This is an optimization exercise on Yosys and OpenROAD, whose aim is small area, not a production implementation.
In this exercise RTL edits were held to simulation tests only and were not proved equivalent to the original.

## flow/design.v (module list and top-level ports; edited modules follow where they fit)
// module da_sel_n: 11 lines
// module mux2i_cell: 10 lines
// module inv_cell: 6 lines
// module pair_add: 15 lines
// module fa_cell: 10 lines
// module ha_cell: 9 lines
// module rx_beamformer: 2703 lines
module rx_beamformer (
    input         clk,
    input         rst,
    input         adc_valid,
    input  [11:0] adc_ch1,
    input  [11:0] adc_ch2,
    input  [11:0] adc_ch3,
    input  [11:0] adc_ch4,
    input  [11:0] adc_ch5,
    input  [11:0] adc_ch6,
    input  [11:0] adc_ch7,
    input  [11:0] adc_ch8,
    input  [7:0]  beam_no,
    input  [1:0]  decim_factor,
    input  [7:0]  focal_point,
    output [15:0] bf_data,
    output        bf_valid
);
  // ...
==> flow/run.sh <==
#!/bin/bash
# synth_recipe.tcl (not shown) runs the flow's synth.tcl, then flattens the netlist and writes it again
# the make line also repeats each setting of config.mk as NAME=value (left out here)
make -C /OpenROAD-flow-scripts/flow DESIGN_CONFIG=/design/flow/config.mk WORK_HOME=/design/flow/orfs CLKGATE_MAP_FILE= SYNTH_SCRIPT=/design/flow/synth_recipe.tcl finish
==> flow/config.mk <==
export PLATFORM = sky130hd
export DESIGN_NAME = rx_beamformer
export DESIGN_NICKNAME = rx_beamformer
export VERILOG_FILES = /design/flow/design.v
export SDC_FILE = /design/flow/constraint.sdc
export NUM_CORES = 4
export LEC_CHECK = 0
export CAP_MARGIN = 20
export CORE_MARGIN = 2
export CORE_UTILIZATION = 40
export CTS_CLUSTER_DIAMETER = 80
export CTS_CLUSTER_SIZE = 20
export PLACE_DENSITY = 0.6
export SLEW_MARGIN = 20
export SYNTH_HIERARCHICAL = 1
export SYNTH_MINIMUM_KEEP_SIZE = 0
==> flow/constraint.sdc <==
create_clock -name core_clock -period 10.0 [get_ports {clk}]
set_input_delay 2.0000 -clock core_clock [delete_from_list [all_inputs] [get_ports {clk}]]
set_output_delay 2.0000 -clock core_clock [all_outputs]
set_load 0.01 [all_outputs]
==> out/results.env, run 1 <==
REG2REG_TO='yc'
R2R_SETUP_SLACK_NS=0.94
END_KIND='flip-flop'
MET3_LENGTH_UM=23700
CRITPATHMAXSTAGEDELAY_NS=0.51
WORST_EP_ARRIVAL_TIME_NS=9.57
MAXCLOCKFREQUENCY_GHz=0.110
INITIAL_CORE_UTIL_PCT=40.2
LAYOUT_SEQUENTIAL_CELL_COUNT=534
NETLIST.TOP_CELL.BY_AREA='fa_1'
SYNTH_EDF_COUNT=178
ROUTEDLENGTHMET1_UM=61000
AVERAGE_VIA_COUNT_PER_STANDARD_CELL=7.12
MULTI_INPUT_LOGIC_PORTION_OF_THE_CELL_AREA_PCT=57.2
LAYOUT.AREA.SEQ_UM2=12800
TIMING.REG2REG.WORST_PATH_DEPTH=18
N_ANTENNA_CELL=5
OUTCOME='finished clean'
MULTIINPUTCOMBCELLCOUNT=2213
SYNTH_CELL_TYPE_COUNT=65
TIMING_WORST_SETUP_PATH_TYPE='in2reg'
N_CLOCK_BUFFER=53
INSTANCES_NO_FILL=4600
SYNTHESIS.AREA_UM2=39400
NUMBER_OF_NON_CLOCK_INVERTERS_IN_THE_LAYOUT=122
==> inputs of run 2 (changes only) <==
--- a/flow/config.mk
+++ b/flow/config.mk
@@ -8,8 +8,8 @@
 export CAP_MARGIN = 20
 export CORE_MARGIN = 2
 export CORE_UTILIZATION = 40
-export CTS_CLUSTER_DIAMETER = 80
-export CTS_CLUSTER_SIZE = 20
+export CTS_CLUSTER_DIAMETER = 120
+export CTS_CLUSTER_SIZE = 30
 export PLACE_DENSITY = 0.6
 export SLEW_MARGIN = 20
 export SYNTH_HIERARCHICAL = 1
==> run 2 against run 1 <==
Synthesized area unchanged. Sequential share of layout area grew 0.23 points. Clock skew increased by 0.052 ns. Worst hold slack got worse by 0.060 ns. First-iteration DRC count decreased by 4.6%. Synthesized cell count unchanged.
==> out/results.env, run 2 <==
OUTCOME='finished clean'  # unchanged
CRITICAL_PATH.SLOWEST_CELL='a222oi_1'  # was clkdlybuf4s50_1
POST_CTS.RESIZED_INSTANCES=0  # unchanged
RSZ_0062_RAISED_AFTER_GLOBAL_ROUTING='false'  # unchanged
CLKSINKCOUNT=534  # unchanged
TIMING.HOLD.WORST_ENDPOINT='deci_pr[24]'  # was y3[1]
FINALWEIGHTEDCONGESTION=1.13  # unchanged
CRIT_REQUIRED_NS=10.57  # was 10.47 ns
ROUTE.ANTENNA.REMAINING_NETS=0  # unchanged
R2R_SETUP_SLACK_NS=0.89  # was 0.94 ns
CTS_BUFFER_DEPTH=3  # unchanged
FIRST_GLOBAL_VIAS=33600  # was 33700
WORST_SETUP_PATH_START_KIND='flip-flop'  # was input port
SYNTH_TOP_FLOP_CELL='dfxtp_1'  # unchanged
DRTPASS1ITERATIONS=17  # was 21
CTS_ROOT_BUF='clkbuf_16'  # unchanged
YOSYS-TOP-CELLS-AREA='fa_1 33%, dfxtp_1 15%, edfxtp_1 14%'  # unchanged
DP_SLACK_NS=0.207  # unchanged
TIGHTEST_SLEW_NS=1.33  # was 1.37 ns
WORST_EP_ARRIVAL_TIME_NS=9.68  # was 9.57 ns
FINAL.FILL_COUNT=9015  # was 9000
END_KIND='flip-flop'  # unchanged
INITIAL_CORE_UTIL_PCT=40.2  # unchanged
CP_CELL_SEQUENCE='inv_1 > ha_1 > and3b_1 > nor2_1 > inv_1 > a222oi_1 > fa_1 > fa_1 > fa_1 > fa_1 > fa_1 > fa_1 > fa_1 > fa_1 > ha_1 > nand4_1 > a211o_1 > o211ai_1'  # was clkdlybuf4s50_1 > nor2_1 > nor2_1 > a2111oi_2 > buf_4 > inv_1 > mux2i_1 > mux2i_1 > ha_1 > fa_1 > fa_1 > fa_1 > fa_1 > fa_1 > fa_1 > fa_1 > fa_1 > fa_1 > fa_1 > fa_1 > xor3_1 > nand2_1 > a2bb2oi_1 > o211ai_1
YOSYSWARNINGCOUNT=7  # unchanged
MAXSLEWVIOLCOUNT=0  # unchanged
GRTUSAGETOTAL_PCT=33.7  # was 33.9%
DP.FINAL_HPWL_UM=131000  # unchanged
LIBRARY_CELL_WITH_THE_HIGHEST_INSTANCE_COUNT_AFTER_SYNTHESIS='fa_1'  # unchanged
FP-ROW-COUNT=115  # unchanged
FLOORPLAN.DIE.WIDTH_UM=318  # unchanged
TIMING.FINAL.SETUP_VIOLATIONS=0  # unchanged
REPORT.FINAL.HOLD_VIOL_COUNT=0  # unchanged
SYNTH.TOP_CELLS.BY_COUNT='640 x fa_1, 492 x a222oi_1, 288 x dfxtp_1'  # unchanged
POSTROUTEWIRELENGTH_UM=173000  # was 174000 um
SYNTH_EDF_COUNT=178  # unchanged
TNS_NS=0  # unchanged
DETAILROUTE.VIA_COUNT=32600  # was 32800
GRT_START_MAX_NET_PINS=99  # unchanged
SYNTH_LARGEST_TYPE_AREA_FRACTION_PCT=32.5  # unchanged
WORSTPATHMAXFANOUT=15  # was 8
POST_DRT_WL_PER_CELL_UM=37.8  # about the same
MAXCLOCKFREQUENCY_GHz=0.110  # about the same
TIMING.REG2REG.WORST_PATH_DEPTH=18  # unchanged
CRITICAL_PATH_MOST_COMMON_CELL='fa_1'  # unchanged
LARGEST_REGISTER_FFS=96  # unchanged
POSTSYNTHAREAPERCELL_UM2=13.2  # unchanged
WORSTREG2REGSTART='ci[0]'  # unchanged
CTS_TREE='yes'  # unchanged
NETLIST.TOP_CELL.BY_AREA='fa_1'  # unchanged
DRIVE_GT1_SHARE_PCT=10.2  # was 10.8%
NETLIST_INSTANCES=2988  # unchanged
CLK_PIN_SLEW_WORST_PATHS_NS=0.11  # was 0.08 ns
FINAL_CELL_MIX='640 x fa_1, 492 x a222oi_1, 288 x dfxtp_1'  # unchanged
FINAL.PERIOD_UTILIZATION_PCT=91.1  # was 91.0%
NETS=4094  # was 4107
TRITONCTS.NUM_BUFFERS=25  # was 38
SYNTH-SEQ-AREA-SHARE_PCT=32.6  # unchanged
GRT_ANTENNA_BEFORE_REPAIR=10  # was 7
GR-TOTAL-OVERFLOW=0  # unchanged
FINAL_CORE_UTIL_PCT=45.5  # was 45.9%
TIMING.FINAL.WS_SETUP_NS=0.889  # was 0.905 ns
FINAL_COMMON_CELL='fa_1'  # unchanged
CRITPATHMAXSTAGEDELAY_NS=1.09  # was 0.51 ns
DIE_Y_UM=318  # unchanged
CTS.REPAIR_TIMING.SETUP_BUFFER_COUNT=0  # unchanged
MAX-SLEW-MARGIN-REL_PCT=11.6  # was 8.91%
SYNTH_FP_NETS=3817  # unchanged
SYNTH_CELL_TYPE_COUNT=65  # unchanged
TIMING.HOLD.WORST_PATH_DEPTH=0  # unchanged
FINAL_PERIOD_MINUS_WORST_SETUP_SLACK_NS=9.11  # was 9.10 ns
DESIGN.CORE.AREA_UM2=98000  # unchanged
POST_CTS_HOLD_BUFFER_COUNT=0  # unchanged
TIMING.HOLD.WORST.CLASS='reg2reg'  # unchanged
FIRST_ITER_VIOLATIONS=7675  # was 8041
TIMING_WORST_SETUP_PATH_TYPE='reg2reg'  # was in2reg
TIMING.MAX_CAP.VIOLATIONS=0  # unchanged
I_O_BUFFERS=129  # unchanged
SKEW_NS=0.102  # was 0.0503 ns
H-TREE-DEPTH=1  # was 2
HOLD_PATH.STARTPOINT='adc_pr[24]'  # was y2[1]
AVERAGE_VIA_COUNT_PER_STANDARD_CELL=7.11  # was 7.12
SYN_TO_FINAL_GROWTH_PCT=13.2  # was 14.1%
SYNTHESIS.AREA_UM2=39400  # unchanged
REMAINING_DRC_ERRORS=0  # unchanged
FP.DIEAREA_UM2=101000  # unchanged
IOPINCOUNT=134  # unchanged
CLKLATENCYLATEPIN_NS=0.67  # was 0.64 ns
ASYNCSETRESETFLOPFRACSYNTH_PCT=12.7  # unchanged
REG2REG_TO='yc'  # unchanged
GRT_PASS1_WL_UM=245000  # was 246000 um
SYNTH_SEQ_CELLS=534  # unchanged
run 2: cell types whose count changed in the layout (fill, tap and decap cells not counted):
cell        change
inv_8           -1
clkinv_8        -1
clkinv_16       +3
clkinvlp_4      -1
bufinv_8        -1
clkinv_4        -1
inv_12          -1
clkbuf_1        -3
clkinv_2        -2
inv_6           -3
inv_16          -1
clkbuf_16      -12
run 2: kinds of logic (layout without fill, tap and decap cells):
| group | after synthesis | after routing | share of synthesized area [%] |
|---|---|---|---|
| adder cells (fa/ha/maj) | 712 | 712 | 34.8 |
| AND/OR/NAND/NOR | 455 | 455 | 5.83 |
| buffers and inverters | 241 | 537 | 2.67 |
| XOR/XNOR | 10 | 10 | 0.375 |
| flip-flops | 534 | 534 | 32.6 |
| other | 1 | 6 | 0.00952 |
| AO/OA/AOI/OAI | 824 | 824 | 18.4 |
| multiplexers | 211 | 211 | 5.38 |
run 2: worst max-delay path by stage:
stage,end,cells past startpoint,startpoint
5_1_grt,out_pr[12],24,beam_no[2]
6_report,yc,18,ci[0]
2_1_floorplan,out_pr[12],23,beam_no[1]
3_5_place_dp,out_pr[12],24,beam_no[2]
3_3_place_gp,out_pr[38],24,beam_no[2]
4_1_cts,out_pr[12],24,beam_no[2]
run 2: per-module statistics from Yosys (local to each module, per instance), a selection:
module / flip-flops and latches / cells
ha_cell: 0 / 1
rx_beamformer: 534 / 1608
inv_cell: 0 / 1
pair_add: 0 / 1
fa_cell: 0 / 1
da_sel_n: 0 / 1
run 2: area by class of cell:
cell class                      instances  area, um2  share of cell area (%)
Multi-Input combinational cell       2213      25700                    57.7
Sequential cell                       534      12800                    28.8
Clock inverter                          8        156                   0.351
Inverter                              122        459                    1.03
Timing Repair Buffer                  369       3120                    6.99
Clock buffer                           38        696                    1.56
Antenna cell                            5       12.5                  0.0281
Tap cell                             1287       1610                    3.61
run 2: worst max-delay path: cells and delay by family, from the launching register on:
family	cells	cell delay, ns
DFF	1	0.80
adders and majority gates	10	5.32
AOI/OAI and AO/OA	3	1.44
and+or+nand+nor	3	0.91
buffers and inverters	2	0.55
run 2: per-layer routing:
layer / share of wire (%) / vias up / track usage [%] / wire (um)
met5: 0.099 / - / 0.189 / 171
li1: - / 12600 / - / -
met4: 9.3 / 14 / 23.0 / 16100
met3: 14 / 772 / 14.2 / 24000
met2: 42 / 2867 / 49.9 / 72700
met1: 35 / 16400 / 40.0 / 60300
run 2: metrics by stage:
stage / hold WS [ns] / cell area, um2 / instances
detailed placement: 0.312 / 43700 / 4524
floorplan: 0.310 / 39400 / 2988
CTS: 0.267 / 44500 / 4570
finish: 0.259 / 44600 / 4576
global route: 0.279 / 44600 / 4571
global placement: 0.310 / 43700 / 4524

==> afterwards: timing with drivers on the ports <==
The flow's constraints put no driver on any port. The routed layouts listed below were extracted and timed again, unchanged, in two steps.
Step 1 sets driving cells, clkbuf_16 on the clock port and buf_2 on the other inputs (assumed; they add their load-dependent delay and slew).
Step 2, shift: input delay + t, output delay - t, t = (earliest + latest rising clock arrival at the registers) / 2. This alone moves slack from input paths to output paths.
Three values: no drivers, after step 1, after step 2; two values: the first two.
| run | shift t [ns] | slack for setup (ns) | worst register clock-pin slew, ns |
|---|---|---|---|
| run 1 | 0.695 | 0.905 / 0.942 / 0.266 | 0.08 / 0.08 |
| run 2 | 0.687 | 0.889 / 0.889 / 0.255 | 0.12 / 0.12 |
After both steps setup and hold are still met in every run listed. For run 1, which loses most, drivers alone change the setup slack by +0.037 ns; drivers and shift together by -0.639 ns.
